Source: an optimization exercise on an open RTL-to-GDS flow (aim: small area and a short achievable clock period). Production flows keep margins and buffers that such runs may drop.
The RTL was checked by simulation tests, not by an equivalence proof against the original design.

==> flow/design.v (excerpt) <==
module fft(
	input wire			clk,
	input wire			rst_n,
	input wire[16:0]	data_i0_R,
	input wire[16:0]	data_i0_I,
	input wire[16:0]	data_i1_R,
	input wire[16:0]	data_i1_I,
	output reg[16:0]	data_o0_R,
	output reg[16:0]	data_o0_I,
	output reg[16:0]	data_o1_R,
	output reg[16:0]	data_o1_I
);
  reg [2:0] ph;
  reg [1:0] fd;
  wire [2:0] pn = ph + 3'd1;
  wire [1:0] fdn = (ph == 3'd7 && fd != 2'd3) ? fd + 2'd1 : fd;
  reg [3:0] oplus, ominus;
  wire vnext = (fdn == 2'd3) || (fdn == 2'd2 && pn[2]);
  always @(posedge clk or negedge rst_n)
    if (!rst_n) begin ph <= 3'd7; fd <= 2'd0; oplus <= 4'd0; ominus <= 4'd0; end
    else begin ph <= pn; fd <= fdn; oplus <= {4{vnext & pn[2]}}; ominus <= {4{vnext & ~pn[2]}}; end
  reg [16:0] XA0_0_R, XA0_0_I;
  reg [16:0] XA1_0_R, XA1_0_I;
  reg [16:0] XA2_0_R, XA2_0_I;
  reg [16:0] PU_0_R, PU_0_I;
  reg [16:0] PV_0_R, PV_0_I;
  reg [16:0] PP_0_R, PP_0_I;
  reg [16:0] R0_0_R, R0_0_I;
  reg [16:0] R1_0_R, R1_0_I;
  reg [16:0] QP_0_R, QP_0_I;
  reg [16:0] QU_0_R, QU_0_I;
  reg [16:0] M0_0_R, M0_0_I;
  reg [16:0] M1_0_R, M1_0_I;
  reg [16:0] M2_0_R, M2_0_I;
  reg [16:0] M3_0_R, M3_0_I;
  reg [16:0] QT_0_x0, QT_0_x1, QT_0_y0, QT_0_y1;
  reg [16:0] XA0_1_R, XA0_1_I;
  reg [16:0] XA1_1_R, XA1_1_I;
  reg [16:0] XA2_1_R, XA2_1_I;
  reg [16:0] PU_1_R, PU_1_I;
  reg [16:0] PV_1_R, PV_1_I;
  reg [16:0] R0_1_R, R0_1_I;
  reg [16:0] R1_1_R, R1_1_I;
  reg [16:0] QP_1_R, QP_1_I;
  reg [16:0] QU_1_R, QU_1_I;
  reg [16:0] HV_1_R, HV_1_I;
  reg [16:0] M0_1_R, M0_1_I;
  reg [16:0] M1_1_R, M1_1_I;
  reg [16:0] M2_1_R, M2_1_I;
  reg [16:0] M3_1_R, M3_1_I;
  reg [16:0] QT_1_x0, QT_1_x1, QT_1_y0, QT_1_y1;
  reg s_w3a;
  reg s_w3b;
  reg s_Ppin0;
  reg s_mP0;
  reg s_mQ0;
  reg s_Ppin1;
  reg s_mP1;
  reg s_mQ1;
  reg s_XA0_0_R_0;
  reg s_XA0_0_R_1;
  reg s_PU_0_R_0;
  reg s_PU_0_R_1;
  reg s_PU_0_R_2;
  reg s_PV_0_R_0;
  reg s_PV_0_R_1;
  reg s_PV_0_R_2;
  reg s_PP_0_R_0;
  ...
Settings: LEC_CHECK=0, CAP_MARGIN=20, CORE_MARGIN=2, CORE_UTILIZATION=50, CTS_CLUSTER_DIAMETER=100, CTS_CLUSTER_SIZE=20, SETUP_SLACK_MARGIN=3.9, SLEW_MARGIN=20; clock period 7.5 ns.
run.sh (not shown) runs the stock make flow with config.mk's settings and CLKGATE_MAP_FILE= SYNTH_SCRIPT=/design/flow/synth_recipe.tcl, a recipe that flattens the netlist after the stock synthesis.
The starting point finished clean.
Change:
PLACE_DENSITY = 0.65   (was unset)
SETUP_SLACK_MARGIN = 3.6   (was 3.9)
Wire length shrinks by about 3.7%. Design area shrinks by 3.8%. Worst setup slack gets worse by 0.11 ns. Final cell count shrinks by 1.6%. Critical path depth grows by 1. Synthesized area is unchanged.
Change:
CORE_UTILIZATION = 45   (was 50)
PLACE_DENSITY = unset   (was 0.65)
SETUP_SLACK_MARGIN = 3.5   (was 3.6)
Result: Die area increases by about 11%. Wire length rises by 0.81%. First-iteration DRC count is lower by 11%. Sequential share of layout area is higher by 0.31 points. Synthesized cell count does not change. Hold slack stays flat. Area after synthesis is unchanged. Core utilization went down by 6.2 points.
Change:
CORE_UTILIZATION = 50   (was 45)
CTS_CLUSTER_DIAMETER = 120   (was 100)
CTS_CLUSTER_SIZE = 18   (was 20)
What happened:
- The changed run went through all stages and came out clean
- sequential cell count does not change
- clock-buffer cell count drops by 2
- routed wire length climbs slightly
- via count climbs slightly
Change:
CTS_CLUSTER_DIAMETER = 100   (was 120)
CTS_CLUSTER_SIZE = 20   (was 18)
SETUP_SLACK_MARGIN = 3.55   (was 3.5)
After rerunning: Routed wire length shrinks slightly. Synthesized cell count is unchanged. Design area grows slightly. First-iteration DRC count shrinks by a few percent. Clock skew shrinks by 0.0036 ns.

Setup of before:
fft again, from the RTL that the note above started with.
export LEC_CHECK = 0
export CAP_MARGIN = 20
export CORE_MARGIN = 2
export CORE_UTILIZATION = 50
export CTS_CLUSTER_DIAMETER = 100
export CTS_CLUSTER_SIZE = 20
export GPL_ROUTABILITY_DRIVEN = 0
export SETUP_SLACK_MARGIN = 3.5
export SLEW_MARGIN = 20
create_clock -name core_clock -period 7.5 [get_ports {clk}]
The following lists how after was set up differently from before:
# before
export LEC_CHECK = 0
export CAP_MARGIN = 20
export CORE_MARGIN = 2
export CORE_UTILIZATION = 50
export CTS_CLUSTER_DIAMETER = 100
export CTS_CLUSTER_SIZE = 20
export GPL_ROUTABILITY_DRIVEN = 0
export SETUP_SLACK_MARGIN = 3.5
export SLEW_MARGIN = 20
create_clock -name core_clock -period 7.5 [get_ports {clk}]
# after
export LEC_CHECK = 0
export CAP_MARGIN = 20
export CORE_MARGIN = 2
export CORE_UTILIZATION = 50
export CTS_CLUSTER_DIAMETER = 100
export CTS_CLUSTER_SIZE = 20
export SETUP_SLACK_MARGIN = 3.5
export SLEW_MARGIN = 20
create_clock -name core_clock -period 7.5 [get_ports {clk}]
[summary]
- after: full flow OK, the timing, design-rule and antenna checks passed
- There was hardly any difference in die area between after and before.
- Re number of buffers other than clock buffers in the final layout: after is 4 down on before.
- Higher first-iteration DRC count among after and before: before
- Final critical path time including I/O delays and setup ends up lower on after.
- [after] worst hold slack rose 0.0057 ns relative to before

fft again, from the RTL that the note above started with.
Settings: LEC_CHECK=0, CAP_MARGIN=20, CORE_MARGIN=2, CORE_UTILIZATION=50, CTS_CLUSTER_DIAMETER=100, CTS_CLUSTER_SIZE=20, SETUP_SLACK_MARGIN=3.5, SLEW_MARGIN=20, TNS_END_PERCENT=50; clock period 7.5 ns.
Then changed:
Settings changed: CORE_UTILIZATION 50 to 52, SETUP_SLACK_MARGIN 3.5 to 3.45, TNS_END_PERCENT 50 to unset.
=> Die area shrinks by 3.8%. Synthesized area stays the same. Global-route usage grows by 0.93 points.
Then changed:
Settings changed: CORE_UTILIZATION 52 to 50, SETUP_SLACK_MARGIN 3.45 to 3.65.
Effect: Clock-buffer cell count grows by 4. Worst setup slack is better by 130 ps. Design area grows by 2.4%. Non-clock buffer count grows by 96. Routed wire length hardly moves. Area after synthesis does not change. Utilization shrinks by 0.66 points.
Then changed:
Settings changed: SETUP_SLACK_MARGIN 3.65 to 3.6.
Outcome: Hold slack hardly moves. Area after synthesis is unchanged. Setup slack loses 45 ps. Routed wire length came out higher by 0.40%. First-iteration DRC count falls by 7.8%. Flip-flop and latch count is unchanged. Cell area went down by 0.35%. Core utilization goes down by 0.20 points. Global-route usage is higher by 0.26 points. Non-clock buffer count shrinks by 21.

Another version of the RTL of fft (not shown whole).
For scale: ~1200 flip-flops, roughly 140 I/O pins, ~65000 µm² of cells after synthesis.
clock: 7.5 ns
lec_check: 0
cap_margin: 20
core_margin: 2
core_utilization: 55
cts_cluster_diameter: 100
cts_cluster_size: 20
setup_slack_margin: 3.6
slew_margin: 20
==> next run, changes <==
--- a/flow/config.mk
+++ b/flow/config.mk
@@ -9,6 +9,6 @@
 export CORE_MARGIN = 2
-export CORE_UTILIZATION = 55
+export CORE_UTILIZATION = 50
 export CTS_CLUSTER_DIAMETER = 100
 export CTS_CLUSTER_SIZE = 20
-export SETUP_SLACK_MARGIN = 3.6
+export SETUP_SLACK_MARGIN = 3.5
 export SLEW_MARGIN = 20
Outcome: The new run finished clean; setup slack stays flat; die area is higher by 9.9%; utilization goes down by 6.5 points; via count falls by 1.5%; final area went down by 1.6%; count of clock-buffer cells in the layout decreases by 2; global-route usage decreases by 3.3 points; non-clock buffer count fell by 85; fmax hardly moves.

## static timing again, ports no longer ideal
The results above use ideal ports. As a check the final layouts listed here were re-extracted and re-timed, cells and wires unchanged. Step 1 sets driving cells, clkbuf_16 on the clock port and buf_2 on the other inputs (assumed; they add their load-dependent delay and slew). Step 2 also shifts input and output timing later by t, the mid clock arrival at the registers, as if the neighbouring blocks saw the same clock. a / b / c = ideal ports / drivers / drivers and shift; a / b = the first two.
run	t, ns	slack for setup (ns)	worst setup path after step 2	latest minus earliest clock arrival (ns)	cell pins on the clock port's net
the first run of note 1	0.798	3.495 / 3.495 / 3.089	input to register	0.031 / 0.031	1
the second run of note 1	0.799	3.382 / 3.382 / 2.865	input to register	0.043 / 0.043	1
the third run of note 1	0.792	3.349 / 3.349 / 2.787	input to register	0.041 / 0.041	1
the fourth run of note 1	0.796	3.404 / 3.404 / 2.747	input to register	0.041 / 0.041	1
the fifth run of note 1	0.786	3.454 / 3.454 / 2.852	input to register	0.040 / 0.039	1
before	0.788	3.317 / 3.317 / 2.795	input to register	0.033 / 0.033	1
after	0.788	3.415 / 3.415 / 2.806	input to register	0.045 / 0.045	1
the first run of note 3	0.790	3.335 / 3.335 / 2.774	input to register	0.041 / 0.041	1
the second run of note 3	0.764	3.389 / 3.389 / 2.748	input to register	0.046 / 0.046	1
the third run of note 3	0.801	3.520 / 3.520 / 2.903	input to register	0.039 / 0.039	1
the fourth run of note 3	0.784	3.474 / 3.474 / 2.879	input to register	0.037 / 0.037	1
the first run of note 4	0.784	3.485 / 3.485 / 2.878	input to register	0.052 / 0.052	1
the second run of note 4	0.791	3.483 / 3.483 / 2.766	input to register	0.048 / 0.049	1
After both steps setup and hold are still met in every run listed. The setup slack of the second run of note 4, which loses most, moves by 0.000 ns with the drivers and by -0.717 ns with both steps.
